Background: an optimization exercise with open tools, aiming at small area and a short achievable clock period. Do not read the settings as production practice. At most, simulation tests tie the RTL to the original design; equivalence was not proved. Power figures rest on the tool's default switching activity, not on a simulated workload.

## P
// Vcpu32Alu
module Vcpu32Alu (
   input    wire          clk,
   input    wire[0:31]    a,
   input    wire[0:31]    b,
   input    wire[0:7]     ac,
   output   wire[0:31]    r,
   output   wire          c,
   output   wire          n,
   output   wire          z,
   output   wire          err
   );
Settings: LEC_CHECK=0, CAP_MARGIN=20, CORE_MARGIN=2, CORE_UTILIZATION=40, CTS_BUF_LIST=sky130_fd_sc_hd__clkbuf_4 sky130_fd_sc_hd__clkbuf_8, SETUP_SLACK_MARGIN=3.0, SLEW_MARGIN=20; clock period 5.5 ns.
standard.sh (not shown) runs the stock make flow with config.mk's settings and CLKGATE_MAP_FILE= SYNTH_SCRIPT=/design/flow/synth_recipe.tcl, a recipe that flattens the netlist after the stock synthesis.
==> flow/flow/run.sh <==
#!/bin/bash
# Layout flow: the standard layout (standard.sh, the standard synthesis and ORFS steps unchanged),
# except that each input and output port is buffered with a plain sky130_fd_sc_hd__buf_N cell
# (PORT_BUF below) rather than the delay buffer that buffer_ports picks by default.
# The whole make output goes to standard_flow.log in the work folder; ORFS's per-step logs are
# under orfs/logs/.
set -euo pipefail
cd "$(dirname "${BASH_SOURCE[0]}")/.."
PORT_BUF=sky130_fd_sc_hd__buf_1
export BUFFER_PORTS_ARGS="-buffer_cell ${PORT_BUF}"
bash standard.sh finish > standard_flow.log 2>&1
#### Input delta (Q over P)
--- a/flow/design.v
+++ b/flow/design.v
@@ -17,18 +17,17 @@
    wire [2:0]  op  = ac[5:7];
    wire isAdd = ( op == 3'd3 );
    wire selA  = ( op == 3'd1 );
    wire selB  = ( op == 3'd2 );
    wire selAnd = ( op == 3'd5 );
    wire selOr  = ( op == 3'd6 );
    wire selXor = ( op == 3'd7 );
-   wire [31:0] tA = ( sh == 2'd0 ) ? A :
-                    ( sh == 2'd1 ) ? { A[30:0], 1'b0 } :
-                    ( sh == 2'd2 ) ? { A[29:0], 2'b00 } :
-                                     { A[28:0], 3'b000 };
+   wire [3:0]  shD = { sh == 2'd3, sh == 2'd2, sh == 2'd1, sh == 2'd0 };
+   wire [31:0] tA  = ( A & { 32 { shD[0] }} ) | ( { A[30:0], 1'b0 } & { 32 { shD[1] }} ) |
+                     ( { A[29:0], 2'b00 } & { 32 { shD[2] }} ) | ( { A[28:0], 3'b000 } & { 32 { shD[3] }} );
    wire [3:0]  fT = { selA | selB | selAnd | selOr,          
                       selA | isAdd | selOr | selXor,         
                       selB | isAdd | selOr | selXor,         
                       1'b0 };                                
    wire [3:0]  uT = invB ? { fT[2], fT[3], fT[0], fT[1] } : fT;
    wire        gP = isAdd & ~invB;                          
    wire        gN = isAdd & invB;                           
Results
In the reports for P and Q, the smaller share of layout cells above drive strength 1 belongs to P. Re register-to-register slack: P and Q aren't equal, and the higher value belongs to P. Total standard cell area after synthesis of Q falls short of that of P slightly. [Q] clock skew fell 0.0067 ns relative to P. As far as number of maximum-capacitance violations goes, Q and P are indistinguishable; the numbers are identical. met2 as the busiest layer in global routing was reported by Q, and met1 by P. P reports its library cell contributing the largest single delay on the critical path as sky130_fd_sc_hd__dfxtp_2 while Q reports sky130_fd_sc_hd__nor4_1. Taking P as the reference, in Q number of cells in the finished layout apart from fillers now smaller; design area saw a decrease; adder and majority gate portion of the synthesized area now sits at about the same level; total power decreased by about 1.1% relative to the old numbers; clock buffer and inverter area fraction after layout decreased 0.24 points.
Function not checked in Q: the RTL went through the layout flow alone.

Vcpu32Alu with an RTL version that a note above also has.
Size in the first run: about 110 I/O pins, roughly 4900 µm² of cells after synthesis.
export LEC_CHECK = 0
export CAP_MARGIN = 20
export CORE_MARGIN = 2
export CORE_UTILIZATION = 60
export CTS_BUF_LIST = sky130_fd_sc_hd__clkbuf_4 sky130_fd_sc_hd__clkbuf_8
export SETUP_SLACK_MARGIN = 3.0
export SLEW_MARGIN = 20
create_clock -name core_clock -period 5.5 [get_ports {clk}]
==> flow/flow/run.sh <==
#!/bin/bash
# Layout flow: the standard layout (standard.sh: the standard synthesis script and ORFS steps), with
# two changes:
#  - each input and output port is buffered with a plain sky130_fd_sc_hd__buf_1 (PORT_BUF) rather than
#    the delay buffer that buffer_ports picks by default;
#  - the 4-input multiplexer cells (slow select inputs) are added to the platform's don't-use list
#    (EXTRA_DONT_USE), so synthesis builds the A pre-shift from 2-input multiplexers.
# The whole make output goes to standard_flow.log in the work folder; ORFS's per-step logs are
# under orfs/logs/.
set -euo pipefail
cd "$(dirname "${BASH_SOURCE[0]}")/.."
PORT_BUF=sky130_fd_sc_hd__buf_1
EXTRA_DONT_USE="sky130_fd_sc_hd__mux4_1 sky130_fd_sc_hd__mux4_2 sky130_fd_sc_hd__mux4_4"
export BUFFER_PORTS_ARGS="-buffer_cell ${PORT_BUF}"
# the platform's own don't-use list, as ORFS's make computes it
PLATFORM_DONT_USE=$(make -s -C "$FLOW_HOME" DESIGN_CONFIG="$PWD/config.mk" WORK_HOME="$PWD/orfs" \
  print-DONT_USE_CELLS 2> dont_use_probe.log | sed -n 's/^DONT_USE_CELLS: *//p')
echo "platform don't-use: $PLATFORM_DONT_USE" > dont_use.log
[[ -n "$PLATFORM_DONT_USE" ]]
bash standard.sh "DONT_USE_CELLS=${PLATFORM_DONT_USE} ${EXTRA_DONT_USE}" finish > standard_flow.log 2>&1
Then changed:
--- a/flow/design.v
+++ b/flow/design.v
@@ -13,25 +13,26 @@
    wire [31:0] B   = b;
    wire        cin = ac[0];
    wire        invB = ac[1];
    wire [1:0]  sh  = ac[3:4];
    wire [2:0]  op  = ac[5:7];
    wire isAdd = ( op == 3'd3 );
    wire selA  = ( op == 3'd1 );
    wire selB  = ( op == 3'd2 );
    wire selAnd = ( op == 3'd5 );
    wire selOr  = ( op == 3'd6 );
    wire selXor = ( op == 3'd7 );
-   wire [3:0]  shD = { sh == 2'd3, sh == 2'd2, sh == 2'd1, sh == 2'd0 };
-   wire [31:0] tA  = ( A & { 32 { shD[0] }} ) | ( { A[30:0], 1'b0 } & { 32 { shD[1] }} ) |
-                     ( { A[29:0], 2'b00 } & { 32 { shD[2] }} ) | ( { A[28:0], 3'b000 } & { 32 { shD[3] }} );
+   wire [31:0] tA = ( sh == 2'd0 ) ? A :
+                    ( sh == 2'd1 ) ? { A[30:0], 1'b0 } :
+                    ( sh == 2'd2 ) ? { A[29:0], 2'b00 } :
+                                     { A[28:0], 3'b000 };
    wire [3:0]  fT = { selA | selB | selAnd | selOr,          
                       selA | isAdd | selOr | selXor,         
                       selB | isAdd | selOr | selXor,         
                       1'b0 };                                
    wire [3:0]  uT = invB ? { fT[2], fT[3], fT[0], fT[1] } : fT;
    wire        gP = isAdd & ~invB;                          
    wire        gN = isAdd & invB;                           
    wire [31:0] g  = tA & (( B & { 32 { gP }} ) | ( ~B & { 32 { gN }} ));
    wire        cinA = cin & isAdd;
    wire [31:0] tL = ( tA & B & { 32 { uT[3] }} ) | ( tA & ~B & { 32 { uT[2] }} ) | ( ~tA & B & { 32 { uT[1] }} ) |
                     ( ~tA & ~B & { 32 { uT[0] }} );
Result: The changed run finished clean; clock power decreases by a few percent; global-route usage decreases by 1.6 points; routed wire length decreases by a few percent; via count decreases slightly; die area increases slightly; sequential share of layout area stays flat; core utilization decreases by 3.0 points.
Only the layout flow was run in the first run of this note; the RTL was not checked for function there.

Setup of 12-02:
Vcpu32Alu, a different RTL version from the one above (not shown whole).
Size in the first run: about 520 cells after synthesis, about 4900 µm² of cells after synthesis.
export LEC_CHECK = 0
export CAP_MARGIN = 20
export CORE_MARGIN = 2
export CORE_UTILIZATION = 60
export CTS_BUF_LIST = sky130_fd_sc_hd__clkbuf_4 sky130_fd_sc_hd__clkbuf_8
export SETUP_SLACK_MARGIN = 3.0
export SLEW_MARGIN = 20
create_clock -name core_clock -period 5.5 [get_ports {clk}]
Scripts as last shown in full above: flow/flow/run.sh
12-02 did not stop at any stage, and its layout met the timing, DRC and antenna checks.
--- input diff 12-02..08-14 ---
-- flow/design.v --
<<< 12-02, line 22
   wire selOr  = ( op == 3'd6 );
   wire selXor = ( op == 3'd7 );
   wire [31:0] tA = ( sh == 2'd0 ) ? A :
                    ( sh == 2'd1 ) ? { A[30:0], 1'b0 } :
                    ( sh == 2'd2 ) ? { A[29:0], 2'b00 } :
                                     { A[28:0], 3'b000 };
   wire [3:0]  fT = { selA | selB | selAnd | selOr,          
                      selA | isAdd | selOr | selXor,         
>>> 08-14, line 22
   wire selOr  = ( op == 3'd6 );
   wire selXor = ( op == 3'd7 );
   wire [31:0] tA2 = sh[1] ? { A[29:0], 2'b00 } : A;
   wire [31:0] tA  = sh[0] ? { tA2[30:0], 1'b0 } : tA2;
   wire [3:0]  fT = { selA | selB | selAnd | selOr,          
                      selA | isAdd | selOr | selXor,         
<<< 12-02, line 33
   wire        gP = isAdd & ~invB;                          
   wire        gN = isAdd & invB;                           
   wire [31:0] g;
   wire        cinA = cin & isAdd;
   wire [31:0] tL;
   genvar k;
   generate
      for ( k = 0; k < 32; k = k + 1 ) begin : lut
         assign tL[k] = tA[k] ? ( B[k] ? uT[3] : uT[2] ) : ( B[k] ? uT[1] : uT[0] );
         assign g[k]  = tA[k] & ( B[k] ? gP : gN );
      end
   endgenerate
   wire [31:0] p  = tL;
   wire s1c0_g0_1 = g[1] | ( p[1] & g[0] );
>>> 08-14, line 31
   wire        gP = isAdd & ~invB;                          
   wire        gN = isAdd & invB;                           
   wire [31:0] g  = tA & (( B & { 32 { gP }} ) | ( ~B & { 32 { gN }} ));
   wire        cinA = cin & isAdd;
   wire [31:0] tL = ( tA & B & { 32 { uT[3] }} ) | ( tA & ~B & { 32 { uT[2] }} ) | ( ~tA & B & { 32 { uT[1] }} ) |
                    ( ~tA & ~B & { 32 { uT[0] }} );
   wire [31:0] p  = tL;
   wire s1c0_g0_1 = g[1] | ( p[1] & g[0] );
Notes after the runs:
- Between 12-02 and 08-14, the number of logic inverters in the finished layout is higher for 12-02.
- Compared with 12-02, 08-14 shows a higher area growth from synthesis to layout.
- When 08-14 is set beside 12-02, its multi-input combinational cell count turns out to be 14 smaller.
- The slew at the pin closest to its max-slew limit in 08-14 was higher than what 12-02 gave.
- The higher wire length of the first global-routing pass of 12-02 and 08-14 is in 08-14.
- Compared with 12-02, in 08-14 non-clock buffer count shrank by 2; fraction of met1 tracks used by global routing grew by 1.1 points; post-layout minimum cycle time grew by 0.12 ns.
- 12-02 reports its most congested layer reported by global routing as met1 while 08-14 reports met2.
- Looking only at count of filler cells inserted in the layout, and setting everything else aside, the lower value of 12-02 and 08-14 goes to 08-14.
- The estimated wirelength of the detail-placed design of 08-14 was inferior to that of 12-02.
- For the fmax, 08-14 came in about 5% lower than 12-02 did.
- Comparing 12-02 and 08-14, setup slack is higher on 12-02.
- Between 08-14 and 12-02, it is 08-14 whose simple-gate area share of the yosys netlist is lower, by 0.95 points.
- Summary of the comparison: sequential portion of the cell area is lower in 08-14, relative to 12-02.
- 08-14: flow completed, timing, DRC and antenna clean
No run of this note included a check of the RTL's function; only the layout flow was run.

## re-timing with driven ports
Ports are ideal in the flow. The routed layouts listed here were re-timed in OpenROAD.
Step 1 assumes that a clkbuf_16 drives the clock port and a buf_2 every other input.
Step 2 times the ports against the registers' clock, not the clock port: input delays grow and output delays shrink by t, the midpoint of the rising clock arrivals with the driver on.
Slacks: ideal / step 1 / step 2; pairs: ideal / step 1.
| run | t (ns) | slack for setup (ns) | worst setup path at the end | latest minus earliest clock arrival (ns) |
|---|---|---|---|---|
| P | 0.365 | 3.057 / 3.031 / 2.722 | input to register | 0.014 / 0.014 |
| Q | 0.389 | 2.926 / 2.894 / 2.672 | input to register | 0.007 / 0.007 |
| the first run of note 2 | 0.387 | 2.918 / 2.885 / 2.718 | input to register | 0.010 / 0.010 |
| the second run of note 2 | 0.368 | 3.058 / 3.034 / 2.731 | input to register | 0.011 / 0.011 |
| 12-02 | 0.363 | 3.070 / 3.041 / 2.723 | input to register | 0.013 / 0.013 |
| 08-14 | 0.381 | 2.949 / 2.915 / 2.676 | input to register | 0.011 / 0.011 |
After both steps every run listed still meets setup and hold. The setup slack of 12-02, which loses most, moves by -0.029 ns with the drivers and by -0.347 ns with both steps.
